This is an optimization exercise on Yosys and OpenROAD, whose aim is small area and a short achievable clock period, not a production implementation.
RTL that was checked went through simulation tests only; none was proved equivalent to the original.

## sub_module16
module sub_module16(
  input clk,rst,en,
  input signed [7:0] data1,data2,data3,data4,data5,data6,data7,data8,
  input signed [4:0] addr1,addr2,addr3,addr4,addr5,addr6,addr7,addr8,
  output signed [10:0] out1,out1_2,out1_3,out1_4,out1_5,out1_6,out1_7,out1_8,
  output signed [10:0] out2,out2_2,out2_3,out2_4,out2_5,out2_6,out2_7,out2_8,
  output signed [11:0] sum_out1,sum_out2,sum_out3,sum_out4,sum_out5,sum_out6,sum_out7,sum_out8,
  output signed [12:0] final_sum1,final_sum2,final_sum3,final_sum4,final_sum5,final_sum6,final_sum7,final_sum8,
  output signed [13:0] partial_sum14,partial_sum14_1,partial_sum14_2,partial_sum14_3,
  output signed [14:0] partial_sum15,partial_sum15_1,
  output signed [15:0] partial_sum16
);
==> module sm_lane, before the edit <==
module sm_lane (
  input         clk,
  input         rst,
  input         en,
  input  [7:0]  data,
  input  [4:0]  addr,
  output [10:0] out1,
  output [10:0] out2,
  output [10:0] t
);
  reg [7:0] d;
  always @(posedge clk)
    if (rst) d <= data;
  wire [7:0] n  = -d;
  wire       nz = |d;
  wire [2:0] a = addr[2:0];
  wire       sn1 = en & addr[4];
  reg        sn2;
  reg  [1:0] k1, k2;
  always @(*) begin
    if (!en) begin
      sn2 = 1'b0; k1 = 2'd0; k2 = 2'd0;
    end else if (!addr[4]) begin
      case (a)
        3'd0: begin k1 = 2'd0; sn2 = 1'b1; k2 = 2'd0; end
        3'd1: begin k1 = 2'd2; sn2 = 1'b1; k2 = 2'd3; end
        3'd2: begin k1 = 2'd1; sn2 = 1'b1; k2 = 2'd2; end
        3'd3: begin k1 = 2'd2; sn2 = 1'b0; k2 = 2'd3; end
        3'd4: begin k1 = 2'd0; sn2 = 1'b1; k2 = 2'd1; end
        3'd5: begin k1 = 2'd1; sn2 = 1'b0; k2 = 2'd3; end
        3'd6: begin k1 = 2'd1; sn2 = 1'b0; k2 = 2'd2; end
        default: begin k1 = 2'd0; sn2 = 1'b1; k2 = 2'd3; end
      endcase
    end else begin
      case (a)
        3'd0: begin k1 = 2'd1; sn2 = 1'b1; k2 = 2'd1; end
        3'd1: begin k1 = 2'd0; sn2 = 1'b0; k2 = 2'd3; end
        3'd2: begin k1 = 2'd1; sn2 = 1'b1; k2 = 2'd2; end
        3'd3: begin k1 = 2'd1; sn2 = 1'b1; k2 = 2'd3; end
        3'd4: begin k1 = 2'd0; sn2 = 1'b0; k2 = 2'd1; end
        3'd5: begin k1 = 2'd2; sn2 = 1'b1; k2 = 2'd3; end
        3'd6: begin k1 = 2'd1; sn2 = 1'b0; k2 = 2'd2; end
        default: begin k1 = 2'd2; sn2 = 1'b0; k2 = 2'd3; end
      endcase
    end
  end
  wire [7:0] v1 = sn1 ? n : d;
  wire [7:0] v2 = sn2 ? n : d;
  wire       f1 = sn1 & nz;
  wire       f2 = sn2 & nz;
  assign out1 = (k1 == 2'd0) ? {v1, 3'b000} : (k1 == 2'd1) ? {f1, v1, 2'b00} : {f1, f1, v1, 1'b0};
  reg [10:0] o2;
  always @(*)
    case (k2)
      2'd0: o2 = {v2, 3'b000};
      2'd1: o2 = {f2, v2, 2'b00};
      2'd2: o2 = {f2, f2, v2, 1'b0};
      default: o2 = {f2, f2, f2, v2};
    endcase
  assign out2 = o2;
  assign t = (addr[4:3] == 2'b01) ? {d, 3'b000} :
             (addr[4:3] == 2'b10) ? {n, 3'b000} : 11'd0;
endmodule
Settings: LEC_CHECK=0, CAP_MARGIN=20, CORE_MARGIN=2, CORE_UTILIZATION=50, CTS_BUF_LIST=sky130_fd_sc_hd__clkbuf_4 sky130_fd_sc_hd__clkbuf_8, GPL_TIMING_DRIVEN=0, PLACE_DENSITY=0.62, SLEW_MARGIN=20; clock period 13.0 ns.
standard.sh (not shown) runs the stock make flow with config.mk's settings and CLKGATE_MAP_FILE= SYNTH_SCRIPT=/design/flow/synth_recipe.tcl, a recipe that flattens the netlist after the stock synthesis.
==> flow/flow/run.sh <==
#!/bin/bash
# The standard ORFS layout (standard.sh, unchanged synthesis) with two changes
# before global placement:
#  - the buffers that synthesis left in the netlist are removed, as the
#    standard flow does only when timing-driven placement is on;
#  - every port gets a sky130_fd_sc_hd__buf_1 as its buffer rather than the
#    larger cell buffer_ports picks by default (the resizer may still upsize it).
# make's whole output goes to standard.log; ORFS keeps each step's log under orfs/logs.
set -euo pipefail
work=$(pwd)
export PRE_GLOBAL_PLACE_TCL="$work/flow/pre_global_place.tcl"
export BUFFER_PORTS_ARGS="-buffer_cell sky130_fd_sc_hd__buf_1"
bash standard.sh > "$work/standard.log" 2>&1
==> flow/flow/pre_global_place.tcl <==
# Sourced by ORFS's global_place.tcl before it buffers the ports.
remove_buffers
Rerun with:
--- a/flow/design.v
+++ b/flow/design.v
@@ -47,18 +47,15 @@
   wire [7:0] v1 = sn1 ? n : d;
   wire [7:0] v2 = sn2 ? n : d;
   wire       f1 = sn1 & nz;
   wire       f2 = sn2 & nz;
-  assign out1 = (k1 == 2'd0) ? {v1, 3'b000} : (k1 == 2'd1) ? {f1, v1, 2'b00} : {f1, f1, v1, 1'b0};
-  reg [10:0] o2;
-  always @(*)
-    case (k2)
-      2'd0: o2 = {v2, 3'b000};
-      2'd1: o2 = {f2, v2, 2'b00};
-      2'd2: o2 = {f2, f2, v2, 1'b0};
-      default: o2 = {f2, f2, f2, v2};
-    endcase
-  assign out2 = o2;
+  assign out1 = ({11{k1 == 2'd0}} & {v1, 3'b000}) |
+                ({11{k1 == 2'd1}} & {f1, v1, 2'b00}) |
+                ({11{k1 == 2'd2}} & {f1, f1, v1, 1'b0});
+  assign out2 = ({11{k2 == 2'd0}} & {v2, 3'b000}) |
+                ({11{k2 == 2'd1}} & {f2, v2, 2'b00}) |
+                ({11{k2 == 2'd2}} & {f2, f2, v2, 1'b0}) |
+                ({11{k2 == 2'd3}} & {f2, f2, f2, v2});
   assign t = (addr[4:3] == 2'b01) ? {d, 3'b000} :
              (addr[4:3] == 2'b10) ? {n, 3'b000} : 11'd0;
 endmodule
 module sub_module16(
Outcome:
- non-clock buffer count came out higher by 18
- worst setup slack improves by 0.072 ns
- cell count came out lower by a few percent
- synthesized cell count came out lower by a few percent
- cell area stays flat
- via count came out lower by a few percent
- die area came out lower by a few percent
No functional check of the RTL was part of the first run of this note.

[re-timing with driven ports]
In the flow no input, the clock included, has a driving cell. The finished layouts below were timed again as built, in two steps.
Step 1: set_driving_cell puts a clkbuf_16 on clk and a buf_2 on each other input, an assumption about the parent block.
Step 2 moves the port delays by t, midway between the first and last clock arrival at a register: inputs arrive t later, outputs are due t later. That takes back most of the time a late clock gives input paths.
Slacks: no drivers / after step 1 / after step 2; pairs: no drivers / after step 1.
| run | shift t [ns] | slack for setup (ns) | worst setup path at the end | latest minus earliest clock arrival (ns) | cell pins on the clock port's net |
|---|---|---|---|---|---|
| the first run | 0.455 | 0.298 / 0.265 / 0.265 | input to output | 0.029 / 0.029 | 1 |
| the second run | 0.486 | 0.370 / 0.309 / 0.309 | input to output | 0.016 / 0.016 | 1 |
After both steps setup and hold are still met in every run listed. The setup slack of the second run, which loses most, moves by -0.061 ns with the drivers and by -0.061 ns with both steps.
